Background: an optimization exercise with open tools, aiming at small area and a short achievable clock period. Do not read the settings as production practice. The RTL was checked by simulation tests, not by an equivalence proof against the original design. Power figures rest on the tool's default switching activity, not on a simulated workload.

// fp32_mul
module fp32_mul (
    input wire          clk         ,
    input wire          rst_n       ,
    input wire [31:0]   a           ,        
    input wire [31:0]   b           ,        
    input wire          in_valid    ,        
    output reg          out_valid   ,        
    output reg [31:0]   result               
);
For scale: roughly 2,800 cells after synthesis, about 100 I/O pins, roughly 0.022 sq mm of cells after synthesis.
clock: 10.0 ns
lec_check: 0
abc_area: 1
cap_margin: 20
core_margin: 2
core_utilization: 40
setup_slack_margin: 5
slew_margin: 20
synth_hierarchical: 1
synth_minimum_keep_size: 0
standard.sh (not shown) runs the stock make flow with config.mk's settings and CLKGATE_MAP_FILE= SYNTH_SCRIPT=/design/flow/synth_recipe.tcl, a recipe that flattens the netlist after the stock synthesis.
==> flow/flow/run.sh <==
#!/bin/bash
# The standard layout (standard.sh) with two changes: the ports are buffered
# by buf_2 cells instead of the default delay buffers, and the setup repair
# aims for a slack of 6 ns. Synthesis is unchanged.
set -euo pipefail
sed "s/SETUP_SLACK_MARGIN=[0-9.]*/SETUP_SLACK_MARGIN=6/" standard.sh > standard_margin.sh
bash standard_margin.sh BUFFER_PORTS_ARGS="-buffer_cell sky130_fd_sc_hd__buf_2" finish > flow_make.log 2>&1
Rerun with:
--- a/flow/config.mk
+++ b/flow/config.mk
@@ -10,3 +10,3 @@
 export CORE_MARGIN = 2
-export CORE_UTILIZATION = 40
+export CORE_UTILIZATION = 60
 export SETUP_SLACK_MARGIN = 5
The new run finished clean.
Sequential cell count stays the same.
Total power is higher by 1.0%.
Non-clock buffer count rose by 25.
Synthesized cell count stays the same.
Setup slack loses 0.094 ns.
Utilization came out higher by 23 points.
Via count increases by 4.2%.
Die area drops by 33%.
Sequential power barely changes.
Final area goes down by 0.74%.
Global-route usage came out higher by 12 points.
Rerun with:
==> flow/flow/run.sh (replaced) <==
#!/bin/bash
# The standard layout (standard.sh) with two changes: the ports are buffered
# by buf_2 cells instead of the default delay buffers, and the setup repair
# aims for a slack of 5 ns. Synthesis is unchanged.
set -euo pipefail
sed "s/SETUP_SLACK_MARGIN=[0-9.]*/SETUP_SLACK_MARGIN=5/" standard.sh > standard_margin.sh
bash standard_margin.sh BUFFER_PORTS_ARGS="-buffer_cell sky130_fd_sc_hd__buf_2" finish > flow_make.log 2>&1
--- a/flow/config.mk
+++ b/flow/config.mk
@@ -10,3 +10,3 @@
 export CORE_MARGIN = 2
-export CORE_UTILIZATION = 60
+export CORE_UTILIZATION = 40
 export SETUP_SLACK_MARGIN = 5
The new run passed the timing, design-rule and antenna checks.
Clock-buffer cell count does not change.
Cell count grows by 4.2%.
Wire length goes down by 11%.
Critical path depth drops by 1.
Global-route usage goes down by 13 points.
Worst setup slack got worse by 0.72 ns.
Utilization decreases by 27 points.
Final area shrinks by 7.2%.
Rerun with:
==> flow/flow/run.sh (replaced) <==
#!/bin/bash
# The standard layout (standard.sh) with two changes: the ports are buffered
# by buf_2 cells instead of the default delay buffers, and the setup repair
# aims for a slack of 7 ns. Synthesis is unchanged.
set -euo pipefail
sed "s/SETUP_SLACK_MARGIN=[0-9.]*/SETUP_SLACK_MARGIN=7/" standard.sh > standard_margin.sh
bash standard_margin.sh BUFFER_PORTS_ARGS="-buffer_cell sky130_fd_sc_hd__buf_2" finish > flow_make.log 2>&1
What happened:
- sequential share of layout area goes down by 3.6 points
- register-to-register slack improves by 0.86 ns
- clock power goes up by 6.9%


run a:
Starting RTL as in the previous note.
Settings: LEC_CHECK=0, ABC_AREA=1, CAP_MARGIN=20, CORE_MARGIN=2, CORE_UTILIZATION=40, SETUP_SLACK_MARGIN=5, SLEW_MARGIN=20, SYNTH_HIERARCHICAL=1, SYNTH_MINIMUM_KEEP_SIZE=0; clock period 10.0 ns.
==> flow/flow/run.sh <==
#!/bin/bash
# The standard layout (standard.sh) with two changes: the ports are buffered
# by buf_2 cells instead of the default delay buffers, and the setup repair
# aims for a slack of 6.5 ns. Synthesis is unchanged.
set -euo pipefail
sed "s/SETUP_SLACK_MARGIN=[0-9.]*/SETUP_SLACK_MARGIN=6.5/" standard.sh > standard_margin.sh
bash standard_margin.sh BUFFER_PORTS_ARGS="-buffer_cell sky130_fd_sc_hd__buf_2" finish > flow_make.log 2>&1
[inputs] run b vs run a
==> flow/flow/run.sh <==
#!/bin/bash
# The standard layout (standard.sh) with two changes: the ports are buffered
# by buf_2 cells instead of the default delay buffers, and the setup repair
# aims for a slack of 6.25 ns. Synthesis is unchanged.
set -euo pipefail
sed "s/SETUP_SLACK_MARGIN=[0-9.]*/SETUP_SLACK_MARGIN=6.25/" standard.sh > standard_margin.sh
bash standard_margin.sh BUFFER_PORTS_ARGS="-buffer_cell sky130_fd_sc_hd__buf_2" finish > flow_make.log 2>&1
Results
The final reports for run b and run a show sequential share of layout area higher in the former.
Compared with run a, in run b fraction of power consumed by sequential logic picked up an extra 0.8 points, worst hold slack after final layout neither gained nor lost much.


Setup of run A:
fp32_mul again, from the RTL that the note above started with.
clock: 10.0 ns
lec_check: 0
abc_area: 1
cap_margin: 20
core_margin: 2
core_utilization: 40
setup_slack_margin: 5
slew_margin: 20
synth_hierarchical: 1
synth_minimum_keep_size: 0
tns_end_percent: 10
==> flow/flow/run.sh <==
#!/bin/bash
# The standard layout (standard.sh) with two changes: the ports are buffered
# by buf_2 cells instead of the default delay buffers, and the setup repair
# aims for a slack of 6 ns. Synthesis is unchanged.
set -euo pipefail
sed "s/SETUP_SLACK_MARGIN=[0-9.]*/SETUP_SLACK_MARGIN=6/" standard.sh > standard_margin.sh
bash standard_margin.sh BUFFER_PORTS_ARGS="-buffer_cell sky130_fd_sc_hd__buf_2" finish > flow_make.log 2>&1
Here is what was changed in the inputs of run B compared with run A.
- removing TNS_END_PERCENT (formerly 10)
- setting GPL_ROUTABILITY_DRIVEN to 0 for the first time
==> run summary <==
Diode insertion count for antenna repair is lower on run B. The lower post-cts gate resize count came out of run A. On upper clock frequency limit, run A loses to run B. Run B against run A: overall global routing resource usage now smaller, sequential share of layout area now smaller, combinational cell fraction of total power now larger. Taking run A as the reference, in run B critical path depth went up; final clock period utilization by the worst path went down; shortest period the worst path allows went down; portion of the layout cell area used by clock cells went down. For run A, the startpoint of the most critical setup path was s1_xf[13], unlike run B, where it was s1_yf[21].
--- input diff run B..run C ---
- GPL_ROUTABILITY_DRIVEN removed (was 0)
- TNS_END_PERCENT newly set to 10
-- flow/flow/run.sh --
<<< run B, line 4
# aims for a slack of 6 ns. Synthesis is unchanged.
>>> run C, line 4
# aims for a slack of 6.5 ns. Synthesis is unchanged.
<<< run B, line 6
sed "s/SETUP_SLACK_MARGIN=[0-9.]*/SETUP_SLACK_MARGIN=6/" standard.sh > standard_margin.sh
>>> run C, line 6
sed "s/SETUP_SLACK_MARGIN=[0-9.]*/SETUP_SLACK_MARGIN=6.5/" standard.sh > standard_margin.sh
## What came out
- Of run B and run C, run C shows the higher total power, with run B below it.
- Run C vs. run B: sum of routed wire length over all layers rose about 6%; non-clock buffer count went up by about 2%; residual DRC count barely changed; mean instance size in the synthesized netlist flat.
- Looking only at fmax, and setting everything else aside, the higher value of run B and run C goes to run C.
- Diff run B and run C: wire length per cell lower in run B
Changes in run D relative to run C:
- TNS_END_PERCENT no longer set, was 10
- CTS_BUF_LIST now sky130_fd_sc_hd__clkbuf_8, previously not set
-- flow/flow/run.sh --
<<< run C, line 4
# aims for a slack of 6.5 ns. Synthesis is unchanged.
>>> run D, line 4
# aims for a slack of 6 ns. Synthesis is unchanged.
<<< run C, line 6
sed "s/SETUP_SLACK_MARGIN=[0-9.]*/SETUP_SLACK_MARGIN=6.5/" standard.sh > standard_margin.sh
>>> run D, line 6
sed "s/SETUP_SLACK_MARGIN=[0-9.]*/SETUP_SLACK_MARGIN=6/" standard.sh > standard_margin.sh
## What came out
- Row global-route usage: run D lower / run C higher
- The wire length after detailed routing of run D was superior to that of run C.
- Comparing run D and run C, the higher critical path depth was measured on run C.
- Per the comparison of run D with run C, wire length on met3 decreased by 150 um relative to the old numbers; fmax shows a reduction of about 3.3%.
- Share of the clock period used by the worst path after layout ended up 1.3 points higher on run D than on run C.
- Run D reports a lower worst setup slack than run C does.
- For the via count, run D came in 409 lower than run C did.

[separate check: timing with driven ports]
No port has a modelled driver above. Below, the same layouts with a new extraction and two added sets of constraints. Step 1 assumes that a clkbuf_16 drives the clock port and a buf_2 every other input. Step 2 also shifts input and output timing later by t, the mid clock arrival at the registers, as if the neighbouring blocks saw the same clock. Three values: ideal ports, drivers, drivers and shift; two values: the first two.
run | t, ns | slack for setup (ns) | clock arrival spread, ns | slew at the worst register clock pin (ns) | worst slew at a driven data input, ns
the first run of note 1 | 0.540 | 6.015 / 6.015 / 5.626 | 0.016 / 0.015 | 0.09 / 0.09 | 0.03
the second run of note 1 | 0.530 | 5.921 / 5.920 / 5.602 | 0.012 / 0.011 | 0.08 / 0.08 | 0.04
the third run of note 1 | 0.560 | 5.204 / 5.204 / 4.743 | 0.023 / 0.023 | 0.09 / 0.09 | 0.04
the fourth run of note 1 | 0.559 | 6.061 / 6.061 / 5.707 | 0.022 / 0.022 | 0.09 / 0.09 | 0.07
run a of note 2 | 0.541 | 5.995 / 5.995 / 5.783 | 0.021 / 0.020 | 0.09 / 0.09 | 0.06
run b of note 2 | 0.566 | 6.024 / 6.024 / 5.759 | 0.024 / 0.024 | 0.10 / 0.10 | 0.05
run A of note 3 | 0.547 | 5.910 / 5.910 / 5.540 | 0.017 / 0.018 | 0.09 / 0.09 | 0.04
run B of note 3 | 0.556 | 5.957 / 5.957 / 5.490 | 0.018 / 0.019 | 0.08 / 0.08 | 0.04
run C of note 3 | 0.550 | 6.089 / 6.089 / 5.777 | 0.021 / 0.021 | 0.08 / 0.08 | 0.06
run D of note 3 | 0.591 | 5.957 / 5.957 / 5.514 | 0.026 / 0.025 | 0.13 / 0.13 | 0.03
After both steps setup and hold are still met in every run listed. The setup slack of run B of note 3, which loses most, moves by 0.000 ns with the drivers and by -0.467 ns with both steps.
